Background: an optimization exercise with open tools, aiming at small area. Do not read the settings as production practice.
In this exercise RTL edits were held to simulation tests only and were not proved equivalent to the original.

==> flow/design.v (outline; a module is shown in full before it is edited, if it fits) <==
// module FIR_filter: 1590 lines
module FIR_filter(data_in,data_out,reset,CLK,music);
  // ...
==> flow/flow/run.sh <==
#!/bin/bash
# Standard ORFS synthesis, then a netlist pass that re-chooses the polarity
# of the full-adder cells (a full adder is self-dual) to drop the inverters
# Yosys' extract_fa leaves between adders, then the standard layout.
set -euo pipefail
W=$(pwd)
R=$W/orfs/results/$FLOW_PLATFORM/FIR_filter/base
bash standard.sh synth > $W/synth.log 2>&1
cp $R/1_2_yosys.v $W/1_2_yosys.std.v
python3 $W/flow/polar.py $W/1_2_yosys.std.v $W/1_2_yosys.pol.v > $W/polar.log 2>&1
cp $W/1_2_yosys.pol.v $R/1_2_yosys.v
rm -f $R/1_synth.odb $R/1_synth.sdc
export BUFFER_PORTS_ARGS="-buffer_cell sky130_fd_sc_hd__buf_1"
export CTS_ARGS="-sink_clustering_enable -repair_clock_nets -dont_use_dummy_load -buf_list sky130_fd_sc_hd__clkbuf_8 -sink_clustering_size 18 -sink_clustering_max_diameter 50"
bash standard.sh finish > $W/layout.log 2>&1
==> flow/flow/polar.py <==
#!/usr/bin/env python3
"""Re-choose the polarity of full-adder cells in a flat Yosys netlist.

A full adder is self-dual: FA(~a,~b,~c) = (~sum, ~cout).  Yosys' extract_fa
picks each adder's polarity locally, which leaves many inverters between
adders.  This script flips adders (inverting all three inputs and both
outputs) to minimise the number of inverters needed, then rewrites the
netlist with one shared inverter per signal that needs its complement.
The logic function of every net that is used by a non-adder cell, a
register or a port is unchanged.

usage: polar.py in.v out.v
"""
import re, sys, random, os

INV_TYPES = ('sky130_fd_sc_hd__inv_', 'sky130_fd_sc_hd__clkinv_')
FA_TYPE = 'sky130_fd_sc_hd__fa_'
OUT_PINS = {'X', 'Y', 'Q', 'Q_N', 'SUM', 'COUT', 'HI', 'LO'}

src = open(sys.argv[1]).read()
cell_re = re.compile(r'^(\s*)(sky130_fd_sc_hd__\w+)\s+(\\\S+\s|\S+)\s*\((.*?)\);\n', re.S | re.M)
pin_re = re.compile(r'\.(\w+)\(\s*(\\\S+\s|[^()\s]+)\s*\)')


def norm(n):
    return n.strip()


cells = []   # dict(type,name,pins{pin:net}, span)
for m in cell_re.finditer(src):
    pins = {p: norm(n) for p, n in pin_re.findall(m.group(4))}
    cells.append(dict(type=m.group(2), name=m.group(3).strip(), pins=pins, span=m.span(), indent=m.group(1)))

# ports
ports = set()
mod = re.search(r'module\s+\w+\s*\((.*?)\);', src, re.S)
decl = {}
for kind, rng, names in re.findall(r'^\s*(input|output)\s*(\[[^\]]*\])?\s*([^;]+);', src, re.M):
    for nm in names.split(','):
        nm = nm.strip()
        if rng:
            hi, lo = [int(x) for x in rng[1:-1].split(':')]
            for i in range(min(hi, lo), max(hi, lo) + 1):
                ports.add('%s[%d]' % (nm, i))
        ports.add(nm)

driver = {}
for c in cells:
    for p, n in c['pins'].items():
        if p in OUT_PINS:
            driver[n] = c

is_inv = lambda c: c['type'].startswith(INV_TYPES)
is_fa = lambda c: c['type'].startswith(FA_TYPE)


def root(n):
    par = 0
    seen = 0
    while n in driver and is_inv(driver[n]) and n not in ports:
        n = driver[n]['pins']['A']
        par ^= 1
        seen += 1
        if seen > 50: raise Exception('loop')
    return n, par


# inverters whose output is a port stay as they are (treated as ordinary cells)
removable = [c for c in cells if is_inv(c) and c['pins']['Y'] not in ports]
keep_cells = [c for c in cells if not (is_inv(c) and c['pins']['Y'] not in ports)]

fas = [c for c in keep_cells if is_fa(c)]
fa_idx = {id(c): i for i, c in enumerate(fas)}
# fixed FAs: drive a port directly
fixed = set()
for i, c in enumerate(fas):
    if c['pins']['SUM'] in ports or c['pins']['COUT'] in ports:
        fixed.add(i)

# consumers: (root, parity_needed_relative_to_root_value, fa_index or None, cell, pin)
uses = {}   # root -> list of (fa or -1, parity)
consumers = []
for c in keep_cells:
    for p, n in c['pins'].items():
        if p in OUT_PINS: continue
        if p == 'CLK' or p == 'RESET_B' or p == 'SET_B':
            r, par = root(n)
            consumers.append((c, p, r, par, -1))
            uses.setdefault(r, []).append((-1, par))
            continue
        r, par = root(n)
        f = fa_idx.get(id(c), -1)
        consumers.append((c, p, r, par, f))
        uses.setdefault(r, []).append((f, par))

drv_fa = {}
for i, c in enumerate(fas):
    drv_fa[c['pins']['SUM']] = i
    drv_fa[c['pins']['COUT']] = i

flip = [0] * len(fas)


def root_cost(r):
    d = drv_fa.get(r, -1)
    av = flip[d] if d >= 0 else 0
    for f, par in uses.get(r, []):
        need = par ^ (flip[f] if f >= 0 else 0)
        if need != av:
            return 1
    return 0


fa_roots = []
for i, c in enumerate(fas):
    rs = set()
    rs.add(c['pins']['SUM']); rs.add(c['pins']['COUT'])
    for p in ('A', 'B', 'CIN'):
        rs.add(root(c['pins'][p])[0])
    fa_roots.append(rs)


def total():
    return sum(root_cost(r) for r in uses)


before_inv = len(removable)
best = total()
import math
rng = random.Random(12345)
cur = best
best_flip = flip[:]
free = [i for i in range(len(fas)) if i not in fixed]
NIT = int(os.environ.get('POLAR_ITERS', '400000'))
T0 = 1.0
for it in range(NIT):
    T = T0 * (1 - it / NIT) + 0.01
    i = free[rng.randrange(len(free))]
    rs = fa_roots[i]
    c0 = sum(root_cost(r) for r in rs)
    flip[i] ^= 1
    c1 = sum(root_cost(r) for r in rs)
    d = c1 - c0
    if d <= 0 or rng.random() < math.exp(-d / T):
        cur += d
        if cur < best:
            best = cur
            best_flip = flip[:]
    else:
        flip[i] ^= 1
flip[:] = best_flip
# final greedy polish
improved = True
while improved:
    improved = False
    for i in free:
        rs = fa_roots[i]
        c0 = sum(root_cost(r) for r in rs)
        flip[i] ^= 1
        c1 = sum(root_cost(r) for r in rs)
        if c1 < c0: improved = True
        else: flip[i] ^= 1
after = total()

# rewrite
inv_net = {}
new_cells = []
ninv = 0


def inv_of(r):
    global ninv
    if r not in inv_net:
        ninv += 1
        nm = 'pol_n%d' % ninv
        inv_net[r] = nm
        new_cells.append('  sky130_fd_sc_hd__inv_1 pol_i%d (\n    .A(%s),\n    .Y(%s)\n  );\n' % (ninv, esc(r), nm))
    return inv_net[r]


def esc(n):
    return n + ' ' if n.startswith('\\') else n


newpins = {}
for (c, p, r, par, f) in consumers:
    d = drv_fa.get(r, -1)
    av = flip[d] if d >= 0 else 0
    need = par ^ (flip[f] if f >= 0 else 0)
    newpins[(id(c), p)] = r if need == av else inv_of(r)

out = []
pos = 0
for c in cells:
    s, e = c['span']
    out.append(src[pos:s])
    pos = e
    if is_inv(c) and c['pins']['Y'] not in ports:
        continue
    pins = []
    for p, n in c['pins'].items():
        if (id(c), p) in newpins:
            n = newpins[(id(c), p)]
        pins.append('    .%s(%s)' % (p, esc(n)))
    out.append('%s%s %s (\n%s\n  );\n' % (c['indent'], c['type'], esc(c['name']), ',\n'.join(pins)))
tail = src[pos:]
i = tail.rfind('endmodule')
decls = ''.join('  wire %s;\n' % nm for nm in inv_net.values())
out.append(tail[:i] + decls + ''.join(new_cells) + tail[i:])
open(sys.argv[2], 'w').write(''.join(out))
print('fa %d fixed %d; inverters %d -> %d (model %d -> %d)' % (len(fas), len(fixed), before_inv, ninv, best, after))
==> flow/standard.sh <==
#!/bin/bash
# synth_recipe.tcl (not shown) runs the flow's synth.tcl, then flattens the netlist and writes it again
# the make line also repeats each setting of config.mk as NAME=value (left out here)
make -C /OpenROAD-flow-scripts/flow DESIGN_CONFIG=/design/flow/config.mk WORK_HOME=/design/flow/orfs CLKGATE_MAP_FILE= SYNTH_SCRIPT=/design/flow/synth_recipe.tcl "${@:-finish}"
==> flow/config.mk <==
export PLATFORM = sky130hd
export DESIGN_NAME = FIR_filter
export DESIGN_NICKNAME = FIR_filter
export VERILOG_FILES = /design/flow/design.v
export SDC_FILE = /design/flow/constraint.sdc
export NUM_CORES = 4
export LEC_CHECK = 0
export CAP_MARGIN = 20
export CORE_MARGIN = 2
export CORE_UTILIZATION = 40
export SLEW_MARGIN = 20
==> flow/constraint.sdc <==
create_clock -name core_clock -period 8.0 [get_ports {CLK}]
set_input_delay 1.6000 -clock core_clock [delete_from_list [all_inputs] [get_ports {CLK}]]
set_output_delay 1.6000 -clock core_clock [all_outputs]
set_load 0.01 [all_outputs]
==> notes.md, run 1 <==
Core Box Area=56500 um2; count of filler cells inserted in the layout=around 5000; worst path setup slack after routing=211.3 ps; Routed met1 length=20760 um; summed area of non-filler cells in the final layout=24790 um2; first-pass iteration count of the detailed router=4; Root Driver=clkbuf_8; shortest clock period the worst path allows after layout=7789 ps; cell mode on critical path=fa_1; post-synth net total=1987; initial antenna violation count=0; status=timing/DRC/antenna clean; Setup violations, final=0; RePlAce Congestion=0.8698; endpoint arrival time on the critical path=8240 ps; commonest non-fill, non-tap cell in the layout=fa_1; count of clock-net buffers in the final layout=36; Hold Crit Depth=0; TritonCTS clock tree=built; achievable frequency=128.4 MHz; die boundary width=between 200 and 250 um; count of boundary I/O pins=51; Critical Path, Cell by Cell=ha_1 > fa_1 > inv_1 > fa_1 > fa_2 > fa_1 > fa_2 > fa_2 > fa_2 > fa_1 > fa_1 > fa_1 > fa_1 > fa_1 > fa_1 > fa_1 > fa_1 > inv_1; global-route total usage across every layer=17.73%; number of core rows=87; global-route wire length before repair=about 76000 um; Critical Setup Path Class=flop to flop; clock network contribution to total cell area=1.998%; overall via count from detail_route=10064; Hold Worst Slack=342.3 ps; class of the most critical hold timing path=flop to flop; Initial DRC Count=550; number of global-route vias before repair=around 13000; global-route track usage on met2=between 20 and 30%
==> inputs of run 2 (changes only) <==
--- a/flow/config.mk
+++ b/flow/config.mk
@@ -8,4 +8,7 @@
 export CAP_MARGIN = 20
 export CORE_MARGIN = 2
-export CORE_UTILIZATION = 40
+export CORE_UTILIZATION = 65
+export CTS_BUF_LIST = sky130_fd_sc_hd__clkbuf_8
+export CTS_CLUSTER_DIAMETER = 50
+export CTS_CLUSTER_SIZE = 18
 export SLEW_MARGIN = 20
==> notes.md, run 2 <==
Max Clock Skew=between 50 and 60 ps; Setup Total Neg Slack=0 ps; Slew Limit Headroom=31.36%; CP Capture Type=flop; commonest non-fill, non-tap cell in the layout=fa_1; mean post-synth cell area=17.45 um2; setup repair after global routing missed its margin=false; die boundary width=191.7 um (-21%); Buffers on Ports=between 40 and 50; # diodes=0; Post-CTS Hold Fix Bufs=0; hold violation count in the final report=0; post-detailed-route via-to-cell ratio=5.444; final-report max-slew violation count=0; Root Driver=clkbuf_8; initial cell density of the core=roughly two thirds; Setup violations, final=0 (unchanged); shortest clock period the worst path allows after layout=7789 ps (-0.1720 ps); DRC=0; ANT nets after route=0; global-route wire length before repair=71980 um (-5.4%); status=timing/DRC/antenna clean; Worst R2R Path Depth=17; register ranked first by flip-flop count=cs; Die Y-Extent=191.7 um; maximum number of pins on one net before global-route repair=between 150 and 200; worst reg-to-reg setup slack=approximately 210 ps; startpoint of the worst-slack reg-to-reg timing path=r13[0]$_DFF_PN0_; Least-Margin Pin Slew=1019 ps; share of layout cells above drive strength 1=7.173%; DP Worst Slack=27.24 ps; first-pass iteration count of the detailed router=5 (+1); routed length per placed instance=24.65 um; H-tree depth=2; Critical Setup Path Class=flop to flop; number of buffers added by the clock tree synthesis step=35; Critical Path, Cell by Cell=ha_1 > fa_1 > fa_1 > fa_1 > fa_1 > fa_1 > fa_2 > fa_1 > fa_1 > fa_1 > fa_1 > fa_1 > fa_1 > fa_1 > fa_1 > fa_1 > inv_1; critical path peak fanout=3; achievable frequency=128.4 MHz (about the same); Final Cycle Share=a little over nine tenths; number of placed instances, taps included=around 1800; total standard cell area after synthesis=22910 um2; share of the core filled with cells=approximately 70%; area grow syn2layout=6.089%; crit path max-delay cell type=fa_2; worst path setup slack after routing=211.4 ps (+0.1720 ps); filler-free cell count of the finished design=1863; cell mode on critical path=fa_1; hold path endpoint=r11[7]$_DFF_PN0_; Die Area=36760 um2; Remaining Overflow, GRT=0; Hold Crit Depth=0 (unchanged); count of boundary I/O pins=51 (unchanged); max FFs per register=48; global-route total usage across every layer=28.33% (+11 points); count of buffers added by post-CTS timing repair for setup=0; TritonCTS clock tree=built; insertion delay to the later sink of the worst-skew pair=580 ps; number of global-route vias before repair=12422 (-2.6%); post-detail-place hpwl=about 40000 um; overall via count from detail_route=10143 (+0.78%); capture instance of the worst register-to-register path=cs[33]$_DFF_PN0_; commonest non-fill, non-tap cells in the layout=572 x fa_1, 352 x dfrtp_1, 210 x inv_1; Clock Path Buffers=3; kind of start point of the critical path=flop; crit-path max cell delay=560 ps; endpoint arrival time on the critical path=8240 ps (about the same); HP Start=r10[7]$_DFF_PN0_; Initial DRC Count=634 (+15%); post-synth net total=1987 (unchanged); clock transition at the registers of the reported paths=100 ps; RePlAce Congestion=0.9012 (+3.6%); class of the most critical hold timing path=flop to flop; data required time at the worst endpoint=8450 ps; combined area of the multi-input logic cells=13120 um2; final-stage net count=2084; yosys synthesis warning count=1; clock net sink count=roughly 350; wire length reported by the detailed router=45930 um; number of max-cap violations=0; number of core rows=68 (-22%); initial antenna violation count=0 (unchanged); Core Box Area=34630 um2 (-39%); count of filler cells inserted in the layout=2286 (-54%); Reg area=8808 um2; Post-Synthesis Cells=1313
## run 2: worst max-delay path by stage
stage / start / endpoint / slack (ps) / cells after the start
floorplan: r10[7]$_DFF_PN0_ / cs[33]$_DFF_PN0_ / 340 / 18
global placement: r10[0]$_DFF_PN0_ / cs[33]$_DFF_PN0_ / 90 / 18
detailed placement: r10[0]$_DFF_PN0_ / cs[33]$_DFF_PN0_ / 30 / 18
CTS: r13[7]$_DFF_PN0_ / cs[22]$_DFF_PN0_ / 30 / 17
global route: r13[0]$_DFF_PN0_ / cs[33]$_DFF_PN0_ / 7 / 17
finish: r13[0]$_DFF_PN0_ / cs[33]$_DFF_PN0_ / 210 / 17
## run 2: area by class of cell
class	count	area share [%]
multi-input cells	718	53.96
inverters	210	3.243
clock buffers	35	1.982
flip-flops and latches	352	36.24
repair buffers	93	2.234
well taps	455	2.342
## run 2: layer usage
layer / share of wire (%) / wire, um / up-vias / GRT usage, %
li1: - / - / 4040 / -
met1: 40 / 18290 / 5785 / 40.28
met2: 52 / 24100 / 243 / 46.97
met3: 5.1 / 2343 / 75 / 4.221
met4: 2.6 / 1193 / 0 / 8.166
met5: 0 / 0 / - / 0
## run 2: critical path: cells and delay by family (launching register included)
kind                     cells  cell delay [ps]
adder cells (fa/ha/maj)     16             7190
buffers and inverters        1               40
flip-flops                   1              420
## run 2: per-stage QoR
stage / hold WS (ps) / cell area [um2]
after floorplan: 331.2 / 22910
after global placement: 331.5 / 23780
after detailed placement: 334.7 / 23780
after CTS: 345.2 / 24260
after global routing: 347.4 / 24310
final: 341.4 / 24310
## run 2: repair_timing
| action | 4_1_cts | 5_1_grt |
|---|---|---|
| setup endpoints to repair | 1 | 9 |
| resized for setup | 1 | 17 |
| pin swaps | 0 | 7 |

==> separate check: timing with driven ports <==
The results above use ideal ports. As a check the final layouts listed here were re-extracted and re-timed, cells and wires unchanged. Step 1 (the two cells are an assumption about what drives the block):
set clk [get_ports {CLK}]
set_driving_cell -lib_cell sky130_fd_sc_hd__clkbuf_16 $clk
set_driving_cell -lib_cell sky130_fd_sc_hd__buf_2 [delete_from_list [all_inputs] $clk]
Step 2, shift: input delay + t, output delay - t, t = (earliest + latest rising clock arrival at the registers) / 2. This alone moves slack from input paths to output paths. Slacks: no drivers / after step 1 / after step 2; pairs: no drivers / after step 1.
run	shift t [ns]	setup WS [ns]	hold WS [ns]
run 1	0.639	0.211 / 0.211 / 0.211	0.342 / 0.342 / 0.342
run 2	0.616	0.211 / 0.211 / 0.211	0.341 / 0.341 / 0.341
After both steps every run listed still meets setup and hold.
